Context: an optimization exercise on an open-source flow, tuned for small area and a short achievable clock period. The choices shown serve that exercise and are no tape-out recipe.
Only simulation tests tie the RTL to the original design; equivalence was not proved.

==> inputs of job 3081 <==
==> flow/design.v (excerpt) <==
module fir_n(x_in, y_out, b, clk, ena, rst);
input  wire [31:0]  x_in;
output wire [31:0]  y_out;
input  wire [127:0] b;
input  wire         clk;
input  wire         ena;
input  wire         rst;
wire [16:0] k;
wire [31:0] x_rec;
assign k[0] = 1'b0;
genvar gi;
generate for (gi = 0; gi < 16; gi = gi + 1) begin : rec
  assign x_rec[2*gi]   = x_in[2*gi] ^ k[gi];
  assign x_rec[2*gi+1] = x_in[2*gi+1] ^ (x_in[2*gi] & k[gi]);
  assign k[gi+1]       = x_in[2*gi+1] & (x_in[2*gi] | k[gi]);
end endgenerate
logic [31:0] s0, s1, s2, s3;
always_ff @(posedge clk, posedge rst) begin
  if (rst) begin
    s0 <= '0; s1 <= '0; s2 <= '0; s3 <= '0;
  end else if (ena) begin
    s0 <= x_rec; s1 <= s0; s2 <= s1; s3 <= s2;
  end
end
wire [31:0] c0 = b[31:0];
wire [31:0] cn0;
generate for (gi = 0; gi < 32; gi = gi + 1) begin : cinv0
  cninv_c u (.a(c0[gi]), .y(cn0[gi]));
end endgenerate
wire [15:0] p1_0, p2_0, n1_0;
wire [15:0] nn_0;
generate for (gi = 0; gi < 16; gi = gi + 1) begin : dec0
  dec_cell u (.a(s0[2*gi+1]), .b(s0[2*gi]), .p1(p1_0[gi]), .p2(p2_0[gi]), .n1(n1_0[gi]), .nn(nn_0[gi]));
end endgenerate
wire [31:0] q0_0;
pp0_cell uq0_0_0 (.n1(n1_0[0]), .c(c0[0]), .p1(p1_0[0]), .cn(cn0[0]), .p2(p2_0[0]), .q(q0_0[0]));
  ...
Settings: LEC_CHECK=0, ABC_AREA=1, CAP_MARGIN=20, CELL_PAD_IN_SITES_DETAIL_PLACEMENT=1, CELL_PAD_IN_SITES_GLOBAL_PLACEMENT=2, CORE_MARGIN=2, CORE_UTILIZATION=30, CTS_BUF_LIST=sky130_fd_sc_hd__clkbuf_4 sky130_fd_sc_hd__clkbuf_8, CTS_CLUSTER_DIAMETER=100, CTS_CLUSTER_SIZE=30, PLACE_DENSITY=0.45, SETUP_SLACK_MARGIN=2.6, SLEW_MARGIN=20, SYNTH_HIERARCHICAL=1, SYNTH_MINIMUM_KEEP_SIZE=0; clock period 16.0 ns.
standard.sh (not shown) runs the stock make flow with config.mk's settings and CLKGATE_MAP_FILE= SYNTH_SCRIPT=/design/flow/synth_recipe.tcl, a recipe that flattens the netlist after the stock synthesis.
==> flow/flow/run.sh <==
#!/bin/bash
# Own flow: the standard layout (standard.sh) with three changes.
#  1. fir_n.sv's one-cell helper modules are tied to the library cells they
#     describe (fa_cell -> fa_1, pp_cell -> a222oi_1, pp2_cell -> a22oi_1),
#     see flow/cellmap.py; ABC does not find a222oi on its own.
#  2. The port buffers are buf_4 cells instead of buffer_ports' default pick
#     (clkdlybuf4s50_1, a clock delay cell: slower and twice the area).
#  3. The standard synthesis runs first, and the flip-flops of ours are
#     checked against it (same names and cell types).
# Every tool's output goes to a log file of its own in this folder.
set -euo pipefail
W=$(pwd)
R=orfs/results/sky130hd/fir_n/base

bash standard.sh synth > std_synth.log 2>&1
cp $R/1_2_yosys.v std_1_2_yosys.v
rm -rf orfs

python3 flow/cellmap.py design.v design_mapped.v > cellmap.log 2>&1
export BUFFER_PORTS_ARGS="-buffer_cell sky130_fd_sc_hd__buf_4"
bash standard.sh synth VERILOG_FILES=$W/design_mapped.v > synth.log 2>&1
python3 flow/regcheck.py std_1_2_yosys.v $R/1_2_yosys.v > regcheck.log 2>&1
bash standard.sh finish VERILOG_FILES=$W/design_mapped.v > standard.log 2>&1
Other scripts of this flow, unchanged in this note and not shown: flow/flow/cellmap.py, flow/flow/regcheck.py
==> inputs of job 6802, as changes to job 3081 <==
Settings changed: SETUP_SLACK_MARGIN 2.6 to default.
==> inputs of job 5793, as changes to job 3081 <==
Settings changed: SETUP_SLACK_MARGIN 2.6 to 3.1.
==> inputs of job 8218, as changes to job 3081 <==
Settings changed: CTS_BUF_LIST sky130_fd_sc_hd__clkbuf_4 sky130_fd_sc_hd__clkbuf_8 to default, CTS_CLUSTER_DIAMETER 100 to default, CTS_CLUSTER_SIZE 30 to default, SETUP_SLACK_MARGIN 2.6 to default.
==> flow_metrics.env <==
export IMPL_outcome="finished clean"
export IMPL_detailedRoute_firstIterationViolations=11800
export IMPL_drt_wirelength_per_cell_um=50.1
export IMPL_fin_cells=5634
export IMPL_period_needed_ps=14120
export IMPL_nonClockInverterCount=233
export IMPL_grt_setup_unrepaired="false"
export IMPL_worst_slack_ps=1880
export IMPL_post_route_period_util_pct=88.2
export IMPL_final_setup_skew_ps=18.1
export IMPL_r2r_start="s1[8]"
export IMPL_final_design_area_excluding_fillers_um2=46400
export IMPL_antenna_diode_count=3
export IMPL_grt_use_met1_pct=47.7
export IMPL_crit_path_max_fanout=31
Source of the figures above: job 8218

==> flow_metrics.env <==
export IMPL_outcome="finished clean"
export IMPL_period_needed_ps=14110
export IMPL_grt_pass1_wl_mm=384
export IMPL_grt_use_met1_pct=47.4
export IMPL_final_setup_skew_ps=32.2
export IMPL_groute_usage_overall_pct=39.3
export IMPL_logic_depth_of_the_worst_setup_path_including_buffers=21
export IMPL_grt_setup_unrepaired="false"
export IMPL_synth_adder_area_share_pct=49.7
export IMPL_r2r_start="s1[11]"
export IMPL_nonClockInverterCount=233
export IMPL_drt_wirelength_per_cell_um=50.0
export IMPL_floorplan_io_pins=195
export IMPL_detailedRoute_firstIterationViolations=12300
export IMPL_antenna_diode_count=7
export IMPL_worst_slack_ps=1890
Source of the figures above: job 6802

==> flow_metrics.env <==
export IMPL_outcome="finished clean"
export IMPL_detailedRoute_firstIterationViolations=11900
export IMPL_antenna_diode_count=4
export IMPL_post_route_period_util_pct=82.3
export IMPL_crit_path_max_fanout=11
export IMPL_drt_wirelength_per_cell_um=50.1
export IMPL_period_needed_ps=13170
export IMPL_grt_setup_unrepaired="true"
Source of the figures above: job 5793

==> flow_metrics.env <==
export IMPL_crit_path_max_fanout=12
export IMPL_drt_wirelength_per_cell_um=50.1
export IMPL_grt_setup_unrepaired="true"
export IMPL_final_design_area_excluding_fillers_um2=47000
export IMPL_fin_cells=5640
export IMPL_antenna_diode_count=7
export IMPL_outcome="finished clean"
export IMPL_final_setup_skew_ps=33.7
export IMPL_worst_slack_ps=2590
Source of the figures above: job 3081


---

==> sierra <==
Starting RTL as in the previous note.
Settings: LEC_CHECK=0, ABC_AREA=1, CAP_MARGIN=20, CELL_PAD_IN_SITES_DETAIL_PLACEMENT=2, CELL_PAD_IN_SITES_GLOBAL_PLACEMENT=3, CORE_MARGIN=2, CORE_UTILIZATION=25, PLACE_DENSITY=0.4, SLEW_MARGIN=20, SYNTH_HIERARCHICAL=1, SYNTH_MINIMUM_KEEP_SIZE=0; clock period 16.0 ns.
Scripts as last shown in full above: flow/flow/run.sh
Other scripts of this flow, unchanged in this note and not shown: flow/flow/cellmap.py, flow/flow/regcheck.py
==> amber (differences from sierra) <==
CELL_PAD_IN_SITES_DETAIL_PLACEMENT = 1   (was 2)
CELL_PAD_IN_SITES_GLOBAL_PLACEMENT = 2   (was 3)
CORE_UTILIZATION = 30   (was 25)
PLACE_DENSITY = 0.45   (was 0.4)
SETUP_SLACK_MARGIN = 2.6   (was default)
==> cedar (differences from sierra) <==
--- a/flow/flow/run.sh
+++ b/flow/flow/run.sh
@@ -4,5 +4,5 @@
 #     describe (fa_cell -> fa_1, pp_cell -> a222oi_1, pp2_cell -> a22oi_1),
 #     see flow/cellmap.py; ABC does not find a222oi on its own.
-#  2. The port buffers are buf_4 cells instead of buffer_ports' default pick
+#  2. The port buffers are buf_2 cells instead of buffer_ports' default pick
 #     (clkdlybuf4s50_1, a clock delay cell: slower and twice the area).
 #  3. The standard synthesis runs first, and the flip-flops of ours are
@@ -18,5 +18,5 @@
 
 python3 flow/cellmap.py design.v design_mapped.v > cellmap.log 2>&1
-export BUFFER_PORTS_ARGS="-buffer_cell sky130_fd_sc_hd__buf_4"
+export BUFFER_PORTS_ARGS="-buffer_cell sky130_fd_sc_hd__buf_2"
 bash standard.sh synth VERILOG_FILES=$W/design_mapped.v > synth.log 2>&1
 python3 flow/regcheck.py std_1_2_yosys.v $R/1_2_yosys.v > regcheck.log 2>&1
CELL_PAD_IN_SITES_DETAIL_PLACEMENT = 1   (was 2)
CELL_PAD_IN_SITES_GLOBAL_PLACEMENT = 2   (was 3)
CORE_UTILIZATION = 30   (was 25)
CTS_BUF_LIST = sky130_fd_sc_hd__clkbuf_4 sky130_fd_sc_hd__clkbuf_8   (was default)
CTS_CLUSTER_DIAMETER = 100   (was default)
CTS_CLUSTER_SIZE = 30   (was default)
PLACE_DENSITY = 0.45   (was 0.4)
SETUP_SLACK_MARGIN = 2.8   (was default)
==> comparison <==
- sierra passed the timing, DRC and antenna checks. cedar ran to the end with no violations. amber finished clean.
- Clock-buffer cell count is the same in amber and sierra.
- Cell count, lowest first: cedar, amber, sierra.
- Register-to-register slack: sierra < cedar < amber.
- Core utilization, lowest first: sierra, amber, cedar.
- Die area is the same in amber and cedar.
- In synthesized cell count, sierra and amber do not differ.

[afterwards: timing with drivers on the ports]
In the flow no input, the clock included, has a driving cell. The finished layouts below were timed again as built, in two steps. Step 1: set_driving_cell puts a clkbuf_16 on clk and a buf_2 on each other input, an assumption about the parent block. Step 2 adds t to the input delays and takes it off the output delays; t is the mean of the earliest and latest rising clock arrival at the registers after step 1. Input paths then give back, and output paths get back, about the clock's delay inside the block. Three values: ideal ports, drivers, drivers and shift; two values: the first two.
| run | t (ns) | slack for setup (ns) | worst slew at a driven data input, ns |
|---|---|---|---|
| job 3081 | 0.582 | 2.586 / 2.558 / 2.558 | 0.09 |
| job 6802 | 0.582 | 1.889 / 1.861 / 1.861 | 0.10 |
| job 5793 | 0.587 | 2.829 / 2.772 / 2.772 | 0.15 |
| job 8218 | 0.558 | 1.884 / 1.856 / 1.856 | 0.09 |
| sierra | 0.551 | 1.511 / 1.483 / 1.483 | 0.22 |
| amber | 0.556 | 2.585 / 2.540 / 2.540 | 0.09 |
| cedar | 0.568 | 2.482 / 2.412 / 2.412 | 0.11 |
After both steps setup and hold are still met in every run listed. The setup slack of cedar, which loses most, moves by -0.070 ns with the drivers and by -0.070 ns with both steps.
